Background: an optimization exercise with open tools, aiming at small area, a short achievable clock period and few clock cycles per item. Do not read the settings as production practice. In this exercise RTL edits were held to simulation tests only and were not proved equivalent to the original. The flow treats the clock pin as an ideal source. Dropping or thinning the clock tree relies on that and would not hold on a real chip.

== TR ==
==> flow/design.v (excerpt) <==
module RIM(
    input clk,rst_n,in_valid,
    input [7:0] maze,
    output reg out_valid,
    output reg [2:0] out_row,out_col
);
localparam CUT = 7;
reg  [62:8] a;
wire [63:8] R = {1'b1, a};
wire [71:8] B;    
reg  [2:0] cnt;
reg        calc;
reg        m_prev;
assign B[71:64] = 8'd0;
genvar r, c;
generate
    for (r = 1; r <= 7; r = r + 1) begin : g_r
        for (c = 0; c <= 7; c = c + 1) begin : g_c
            if (r == 7 && c == 7) begin : g_t
                assign B[63] = 1'b1;
            end else if (r + c == CUT - 1) begin : g_u
                assign B[r*8+c] = R[r*8+c] & (((r == 7) ? 1'b0 : R[(r+1)*8+c]) | ((c == 7) ? 1'b0 : R[r*8+c+1]));
            end else if (c == 7) begin : g_e
                assign B[r*8+c] = R[r*8+c] & B[(r+1)*8+c];
            end else begin : g_i
                assign B[r*8+c] = R[r*8+c] & (B[(r+1)*8+c] | B[r*8+c+1]);
            end
        end
    end
endgenerate
wire busy = calc | out_valid;
wire shift = ~busy | m_prev;
integer i;
always @(posedge clk) begin
    for (i = 8; i < 56; i = i + 1)
        a[i] <= shift ? R[i+8] : B[i];
    for (i = 56; i < 63; i = i + 1)
        a[i] <= ~busy ? maze[i-56] : (~m_prev & B[i]);
end
wire at_start = (out_row == 3'd0) && (out_col == 3'd0);
wire at_end   = (out_row == 3'd7) && (out_col == 3'd7);
wire [7:0] below = m_prev ? R[23:16] : R[15:8];
wire down_w = below[out_col];
wire down = at_start ? B[8] : down_w;
always @(posedge clk) begin
    m_prev <= out_valid & down;
end
always @(posedge clk or negedge rst_n) begin
    if (!rst_n) begin
        cnt <= 3'd0;
        calc <= 1'b0;
  ...
==> flow/config.mk <==
export PLATFORM = sky130hd
export DESIGN_NAME = RIM
export DESIGN_NICKNAME = RIM
export VERILOG_FILES = /design/flow/design.v
export SDC_FILE = /design/flow/constraint.sdc
export NUM_CORES = 4
export LEC_CHECK = 0
export ABC_CLOCK_PERIOD_IN_PS = 2500
export CAP_MARGIN = 20
export CORE_MARGIN = 2
export CORE_UTILIZATION = 40
export SLEW_MARGIN = 20
==> flow/constraint.sdc <==
create_clock -name core_clock -period 8.0 [get_ports {clk}]
set_input_delay 1.6000 -clock core_clock [delete_from_list [all_inputs] [get_ports {clk}]]
set_output_delay 1.6000 -clock core_clock [all_outputs]
set_load 0.01 [all_outputs]
standard.sh (not shown) runs the stock make flow with config.mk's settings and CLKGATE_MAP_FILE= SYNTH_SCRIPT=/design/flow/synth_recipe.tcl, a recipe that flattens the netlist after the stock synthesis.
==> flow/flow/run.sh <==
#!/bin/bash
# Standard ORFS layout (the standard.sh, standard synthesis unchanged),
# with the extra make settings listed in flow/args.txt (one per line), and
# the clock tree replaced by flow/oneclk.tcl (run as the PRE_CTS hook).
set -euo pipefail
mapfile -t ARGS < <(grep -v '^#' flow/args.txt | grep -v '^$')
bash standard.sh "${ARGS[@]}" PRE_CTS_TCL=$PWD/flow/oneclk.tcl finish > standard_flow.log 2>&1
==> flow/flow/args.txt <==
SETUP_SLACK_MARGIN=5.3
BUFFER_PORTS_ARGS=-buffer_cell sky130_fd_sc_hd__buf_1
==> flow/flow/oneclk.tcl <==
# PRE_CTS hook: replace the clock tree by a few clock buffers, each driving an
# equal share of the clock sinks (split by x position) from the centre of its
# share, so the clock reaches every register through exactly one buffer.
# TritonCTS is then skipped: clock_tree_synthesis becomes a no-op.
set clkbuf_cell sky130_fd_sc_hd__clkbuf_16
set sinks_per_buf 32
set db [ord::get_db]
set block [ord::get_db_block]
set m [$db findMaster $clkbuf_cell]
set clk [$block findNet clk]
set sinks {}
foreach it [$clk getITerms] {
  set bb [[$it getInst] getBBox]
  lappend sinks [list [expr {([$bb xMin]+[$bb xMax])/2}] [expr {([$bb yMin]+[$bb yMax])/2}] $it]
}
set sinks [lsort -integer -index 0 $sinks]
set ns [llength $sinks]
set nb [expr {($ns + $sinks_per_buf - 1) / $sinks_per_buf}]
puts "oneclk: $ns clock sinks, $nb buffers ($clkbuf_cell)"
for {set g 0} {$g < $nb} {incr g} {
  set lo [expr {$g*$ns/$nb}]
  set hi [expr {($g+1)*$ns/$nb - 1}]
  set nn [odb::dbNet_create $block clknet_root_$g]
  $nn setSigType CLOCK
  set inst [odb::dbInst_create $block $m clkbuf_root_$g]
  set xs 0; set ys 0; set n 0
  foreach s [lrange $sinks $lo $hi] {
    lassign $s x y it
    incr xs $x; incr ys $y; incr n
    $it disconnect
    $it connect $nn
  }
  $inst setLocation [expr {$xs/$n}] [expr {$ys/$n}]
  $inst setPlacementStatus PLACED
  foreach it [$inst getITerms] {
    set mt [[$it getMTerm] getName]
    if {$mt == "A"} {$it connect $clk}
    if {$mt == "X"} {$it connect $nn}
  }
}
detailed_placement
rename clock_tree_synthesis {}
proc clock_tree_synthesis {args} { puts "clock_tree_synthesis skipped: clock buffers placed by oneclk.tcl" }
TR ended with every stage complete and zero timing, DRC or antenna violations.
Testbench counts of TR, summed over its fixed seeds: cycles 11,040, mazes 480.
--- input diff TR..AL ---
==> flow/flow/run.sh <==
#!/bin/bash
# Standard ORFS layout (the standard.sh, standard synthesis unchanged),
# with the extra make settings listed in flow/args.txt (one per line).
set -euo pipefail
mapfile -t ARGS < <(grep -v '^#' flow/args.txt | grep -v '^$')
bash standard.sh "${ARGS[@]}" finish > standard_flow.log 2>&1
==> flow/flow/args.txt <==
SETUP_SLACK_MARGIN=5.5
BUFFER_PORTS_ARGS=-buffer_cell sky130_fd_sc_hd__buf_1
removed: flow/flow/oneclk.tcl
==> comparison <==
Vias: AL above TR. A launching element of the worst setup path of out_col[0] is what TR shows, while out_valid belongs to AL. Diff TR -> AL: maximum fanout along the worst path went down by 1; detailed-route wire length grew by 5.2%; top achievable clock speed fell about 0.5%. Last weighted congestion value of the routability-driven placer came out exactly the same in AL and TR. Any difference in final worst-path cycle share between AL and TR is small enough to ignore. Relative to TR, AL improves hold slack. Compared with TR, AL shows a higher first-iteration DRC count.
The clock cells of TR come from the design's own scripts or RTL, not from TritonCTS.

==> afterwards: timing with drivers on the ports <==
No port has a modelled driver above. Below, the same layouts with a new extraction and two added sets of constraints.
Step 1: set_driving_cell puts a clkbuf_16 on clk and a buf_2 on each other input, an assumption about the parent block.
Step 2 adds t to the input delays and takes it off the output delays; t is the mean of the earliest and latest rising clock arrival at the registers after step 1. Input paths then give back, and output paths get back, about the clock's delay inside the block.
a / b / c = no drivers / after step 1 / after step 2; a / b = the first two.
| run | t, ns | setup WS [ns] | worst setup path after step 2 | clock arrival spread, ns | slew at the worst register clock pin (ns) |
|---|---|---|---|---|---|
| TR | 0.214 | 5.508 / 5.463 / 5.629 | register to register | 0.012 / 0.012 | 0.12 / 0.12 |
| AL | 0.357 | 5.496 / 5.469 / 5.672 | register to register | 0.006 / 0.007 | 0.07 / 0.07 |
After both steps setup and hold are still met in every run listed.
